Background: an optimization exercise with open tools, aiming at small area. Do not read the settings as production practice.
In this exercise RTL edits were held to simulation tests only and were not proved equivalent to the original.

// pc_rx_deframe
module pc_rx_deframe #
(
    parameter                       U_DLY = 1
)
(
    input                           clk_sys                     ,
    input                           rst_n                       ,
    input                     [7:0] pc_rx_data                  ,
    input                           pc_rx_data_valid            ,
    output reg                      fdram_wr_en                 ,
    output reg               [11:0] fdram_wr_addr               ,
    output                    [7:0] fdram_wr_data               ,
    output                    [3:0] fififo_wr_en                ,
    output                   [71:0] fififo_wr_data              ,
    output                   [19:0] resp_info                   ,
    output reg                      resp_info_valid
);
wire                                v = pc_rx_data_valid        ;
wire                          [7:0] d = pc_rx_data              ;
reg                                 v1                          ;
reg                                 v2                          ;
reg                          [23:8] sr_hi                       ;
reg                           [7:0] sr_lo                       ;
  ...
==> module pc_rx_deframe, before the edit <==
module pc_rx_deframe #
(
    parameter                       U_DLY = 1
)
(
    input                           clk_sys                     ,
    input                           rst_n                       ,
    input                     [7:0] pc_rx_data                  ,
    input                           pc_rx_data_valid            ,
    output reg                      fdram_wr_en                 ,
    output reg               [11:0] fdram_wr_addr               ,
    output                    [7:0] fdram_wr_data               ,
    output                    [3:0] fififo_wr_en                ,
    output                   [71:0] fififo_wr_data              ,
    output                   [19:0] resp_info                   ,
    output reg                      resp_info_valid
);
wire                                v = pc_rx_data_valid        ;
wire                          [7:0] d = pc_rx_data              ;
reg                                 v1                          ;
reg                                 v2                          ;
reg                          [23:8] sr_hi                       ;
reg                           [7:0] sr_lo                       ;
wire                         [23:0] sr = {sr_hi, sr_lo}         ;
wire                         [31:0] w = {sr, d}                 ;
reg                                 busy                        ;
reg                           [3:0] s                           ;
reg                          [31:0] r                           ;
reg                          [31:0] len                         ;
reg                                 type1                       ;
reg                                 type2                       ;
reg                          [15:0] func                        ;
reg                                 p11                         ;
reg                          [11:0] start                       ;
reg                                 latch                       ;
reg                          [31:0] crcd                        ;
reg                                 cv                          ;
reg                                 clear                       ;
reg                                 pc                          ;
reg                          [31:0] lfsr                        ;
wire                         [31:0] lfsr_c                      ;
reg                           [1:0] ffen                        ;
reg                                 m                           ;
wire                                rz4  = ~|r[31:4]            ;
wire                                r7   = rz4 & (r[3:0] == 4'd7);
wire                                r10  = rz4 & (r[3:0] == 4'd10);
wire                                rle6 = rz4 & ~r[3] & ~&r[2:0];
wire                                rgt10 = ~(rz4 & (r[3:0] <= 4'd10));
wire                                lz4  = ~|len[31:4]          ;
wire                                lz3  = lz4 & ~len[3]        ;
wire                                llt4 = lz3 & ~len[2]        ;
wire                                llt6 = lz3 & ~(len[2] & len[1]);
wire                                leq4 = lz3 & (len[2:0] == 3'd4);
wire                                reg1 = (s <= 4'd5)          ;
wire                                e1 = reg1 ? (lz4 & (len[3:0] == s + 4'd1)) : r7;
wire                                e4 = reg1 ? (lz4 & (len[3:0] == s + 4'd4)) : r10;
wire                                ge = rle6 | llt6            ;
wire                                lt4 = llt4 | (~leq4 & rgt10);
wire                                sync = v & (w == 32'hef9119fe);
wire                                chk = busy & v & e1         ;
wire                                match = cv ? (crcd == w) : (w == 32'd0);
always @ (posedge clk_sys or negedge rst_n)
begin
    if(rst_n == 1'b0)
        begin
            v1 <= 1'b0;
            v2 <= 1'b0;
            sr_lo <= 8'd0;
        end
    else
        begin
            v1 <= v;
            v2 <= v1;
            if(v == 1'b1)
                sr_lo <= d;
        end
end
always @ (posedge clk_sys)
begin
    if(v == 1'b1)
        sr_hi <= sr[15:0];
end
always @ (posedge clk_sys or negedge rst_n)
begin
    if(rst_n == 1'b0)
        begin
            busy <= 1'b0;
            s <= 4'd0;
        end
    else
        begin
            if(sync == 1'b1)
                busy <= 1'b1;
            else if((s >= 4'd9) && (ge == 1'b1))
                busy <= 1'b0;
            if(busy == 1'b0)
                s <= 4'd0;
            else if((v == 1'b1) && (s != 4'd15))
                s <= s + 4'd1;
        end
end
always @ (posedge clk_sys)
begin
    if((v == 1'b1) && (s == 4'd5))
        r <= w;
    else if((busy == 1'b1) && (v == 1'b1))
        r <= r - 32'd1;
end
always @ (posedge clk_sys)
begin
    if((v == 1'b1) && (s == 4'd1))
        begin
            type1 <= (w[15:0] == 16'h0001);
            type2 <= (w[15:0] == 16'h0002) | (w[15:0] == 16'h0003);
        end
end
always @ (posedge clk_sys or negedge rst_n)
begin
    if(rst_n == 1'b0)
        begin
            len <= 32'd0;
            p11 <= 1'b0;
            func <= 16'd0;
            start <= 12'd0;
        end
    else
        begin
            if((v1 == 1'b1) && (s == 4'd6))
                len <= r;
            p11 <= v & (s == 4'd11);
            if(p11 == 1'b1)
                func <= sr[15:0];
            if((v1 == 1'b1) && (s == 4'd11))
                start <= fdram_wr_addr;
        end
end
cb_crc32 u_cb_crc32
(
    .q                              (lfsr | {32{pc}}            ),
    .d                              (v1 ? sr[15:8] : sr[7:0]    ),
    .c                              (lfsr_c                     )
);
always @ (posedge clk_sys)
begin
    if(v2 == 1'b1)
        lfsr <= lfsr_c;
end
always @ (posedge clk_sys or negedge rst_n)
begin
    if(rst_n == 1'b0)
        begin
            clear <= 1'b0;
            pc <= 1'b1;
            latch <= 1'b0;
            cv <= 1'b0;
        end
    else
        begin
            clear <= ~busy & v & (d == 8'hef);
            if(clear == 1'b1)
                pc <= 1'b1;
            else if(v2 == 1'b1)
                pc <= 1'b0;
            latch <= v2 & e4;
            if(latch == 1'b1)
                cv <= 1'b1;
        end
end
always @ (posedge clk_sys)
begin
    if(latch == 1'b1)
        crcd <= lfsr;
end
always @ (posedge clk_sys or negedge rst_n)
begin
    if(rst_n == 1'b0)
        begin
            fdram_wr_en <= 1'b0;
            fdram_wr_addr <= 12'd0;
            ffen <= 2'd0;
            resp_info_valid <= 1'b0;
            m <= 1'b0;
        end
    else
        begin
            fdram_wr_en <= v & (s >= 4'd10) & lt4;
            if(fdram_wr_en == 1'b1)
                fdram_wr_addr <= fdram_wr_addr + 12'd1;
            ffen <= {chk & match & type2, chk & match & type1};
            resp_info_valid <= chk & (type1 | type2);
            m <= match;
        end
end
assign fdram_wr_data = sr_lo;
assign fififo_wr_en = {1'b0, ffen, 1'b0};
assign fififo_wr_data = {func, 4'd0, start, m, 7'd0, len};
assign resp_info = {3'd0, m, func};
endmodule
export LEC_CHECK = 0
export CAP_MARGIN = 20
export CORE_MARGIN = 2
export CORE_UTILIZATION = 40
export PLACE_DENSITY = 0.6
export SLEW_MARGIN = 20
export BUFFER_PORTS_ARGS = -buffer_cell sky130_fd_sc_hd__buf_1
export CTS_ARGS = -sink_clustering_enable -repair_clock_nets -buf_list sky130_fd_sc_hd__clkbuf_8 -sink_clustering_size 18 -sink_clustering_max_diameter 60 -dont_use_dummy_load
export POST_FLOORPLAN_TCL = /design/flow/flow/downsize.tcl
create_clock -name core_clock -period 6.0 [get_ports {clk_sys}]
standard.sh (not shown) runs the stock make flow with config.mk's settings and CLKGATE_MAP_FILE= SYNTH_SCRIPT=/design/flow/synth_recipe.tcl, a recipe that flattens the netlist after the stock synthesis.
==> flow/flow/run.sh <==
#!/bin/bash
# Standard ORFS layout with smaller port buffers, a lighter clock tree and
# combinational cells taken down to their smallest drive after floorplan.
set -euo pipefail
HERE=$(pwd)
cat >> config.mk <<EOC
export BUFFER_PORTS_ARGS = -buffer_cell sky130_fd_sc_hd__buf_1
export CTS_ARGS = -sink_clustering_enable -repair_clock_nets -buf_list sky130_fd_sc_hd__clkbuf_8 -sink_clustering_size 18 -sink_clustering_max_diameter 60 -dont_use_dummy_load
export POST_FLOORPLAN_TCL = $HERE/flow/downsize.tcl
EOC
bash standard.sh finish > flow.log 2>&1
==> flow/flow/downsize.tcl <==
# Swap every combinational cell to the smallest drive strength of the same
# function (the later repair steps size up again where timing needs it).
set dont_use [split $::env(DONT_USE_CELLS)]
set db [ord::get_db]
array set best {}
foreach lib [$db getLibs] {
  foreach m [$lib getMasters] {
    set n [$m getName]
    if {[$m getType] ne "CORE"} { continue }
    if {[lsearch -exact $dont_use $n] >= 0} { continue }
    if {![regexp {^(sky130_fd_sc_hd__[a-z0-9]+)_([0-9]+)$} $n -> base drive]} { continue }
    set a [expr {[$m getWidth] * [$m getHeight]}]
    if {![info exists best($base)] || $a < [lindex $best($base) 0]} {
      set best($base) [list $a $m]
    }
  }
}
set n 0
foreach inst [[ord::get_db_block] getInsts] {
  set m [$inst getMaster]
  set name [$m getName]
  if {![regexp {^(sky130_fd_sc_hd__([a-z0-9]+))_([0-9]+)$} $name -> base short drive]} { continue }
  if {[regexp {^(df|edf|sdf|sedf|dl|conb|tap|fill|decap|clkdly|dlygate)} $short]} { continue }
  if {![info exists best($base)]} { continue }
  set bm [lindex $best($base) 1]
  if {$bm eq $m} { continue }
  if {[lindex $best($base) 0] < [expr {[$m getWidth] * [$m getHeight]}]} {
    $inst swapMaster $bm
    incr n
  }
}
puts "downsize: swapped $n cells"
The baseline finished with timing, DRC and antenna clean.
Then changed:
--- a/flow/design.v
+++ b/flow/design.v
@@ -164,15 +164,29 @@
             else if((v == 1'b1) && (s != 4'd15))
                 s <= s + 4'd1;
         end
 end
-always @ (posedge clk_sys)
-begin
-    if((v == 1'b1) && (s == 4'd5))
-        r <= w;
-    else if((busy == 1'b1) && (v == 1'b1))
-        r <= r - 32'd1;
-end
+genvar gi;
+wire                         [11:0] fa_t                        ;
+assign fa_t[0] = 1'b1;
+generate
+    for (gi = 1; gi < 12; gi = gi + 1) begin : g_fa
+        assign fa_t[gi] = fa_t[gi-1] & fdram_wr_addr[gi-1];
+    end
+endgenerate
+wire                                r_ld = v & (s == 4'd5)      ;
+wire                                r_dec = busy & v            ;
+wire                         [31:0] rzc                         ;
+assign rzc[0] = 1'b1;
+generate
+    for (gi = 1; gi < 32; gi = gi + 1) begin : g_rz
+        assign rzc[gi] = rzc[gi-1] & ~r[gi-1];
+    end
+    for (gi = 0; gi < 32; gi = gi + 1) begin : g_r
+        always @ (posedge clk_sys)
+            r[gi] <= r_ld ? w[gi] : (r[gi] ^ (r_dec & rzc[gi]));
+    end
+endgenerate
 always @ (posedge clk_sys)
 begin
     if((v == 1'b1) && (s == 4'd1))
         begin
@@ -249,10 +263,9 @@
         end
     else
         begin
             fdram_wr_en <= v & (s >= 4'd10) & lt4;
-            if(fdram_wr_en == 1'b1)
-                fdram_wr_addr <= fdram_wr_addr + 12'd1;
+            fdram_wr_addr <= fdram_wr_addr ^ (fa_t & {12{fdram_wr_en}});
             ffen <= {chk & match & type2, chk & match & type1};
             resp_info_valid <= chk & (type1 | type2);
             m <= match;
         end
Wire length falls by 5.8%.
Die area is lower by 4.8%.
Worst setup slack improves by 0.34 ns.
Count of clock-buffer cells in the layout does not change.
Synthesized cell count came out lower by 0.50%.
Maximum frequency goes up by 11%.
Utilization goes up by 0.22 points.
Register-to-register slack improves by 0.34 ns.
Design area decreases by 3.5%.
Clock skew decreases by 0.017 ns.

## afterwards: timing with drivers on the ports
No port has a modelled driver above. Below, the same layouts with a new extraction and two added sets of constraints.
Step 1 assumes that a clkbuf_16 drives the clock port and a buf_2 every other input.
Step 2 times the ports against the registers' clock, not the clock port: input delays grow and output delays shrink by t, the midpoint of the rising clock arrivals with the driver on.
a / b / c = ideal / step 1 / step 2; a / b = the first two.
run | shift t [ns] | setup WS [ns] | slew at the worst register clock pin (ns) | worst slew at a driven data input, ns | pins driven straight from the clock port
the first run | 0.528 | 2.586 / 2.586 / 2.094 | 0.11 / 0.11 | 0.05 | 1
the second run | 0.540 | 2.929 / 2.929 / 2.404 | 0.11 / 0.11 | 0.04 | 1
After both steps setup and hold are still met in every run listed. For the second run, which loses most, drivers alone change the setup slack by 0.000 ns; drivers and shift together by -0.525 ns.
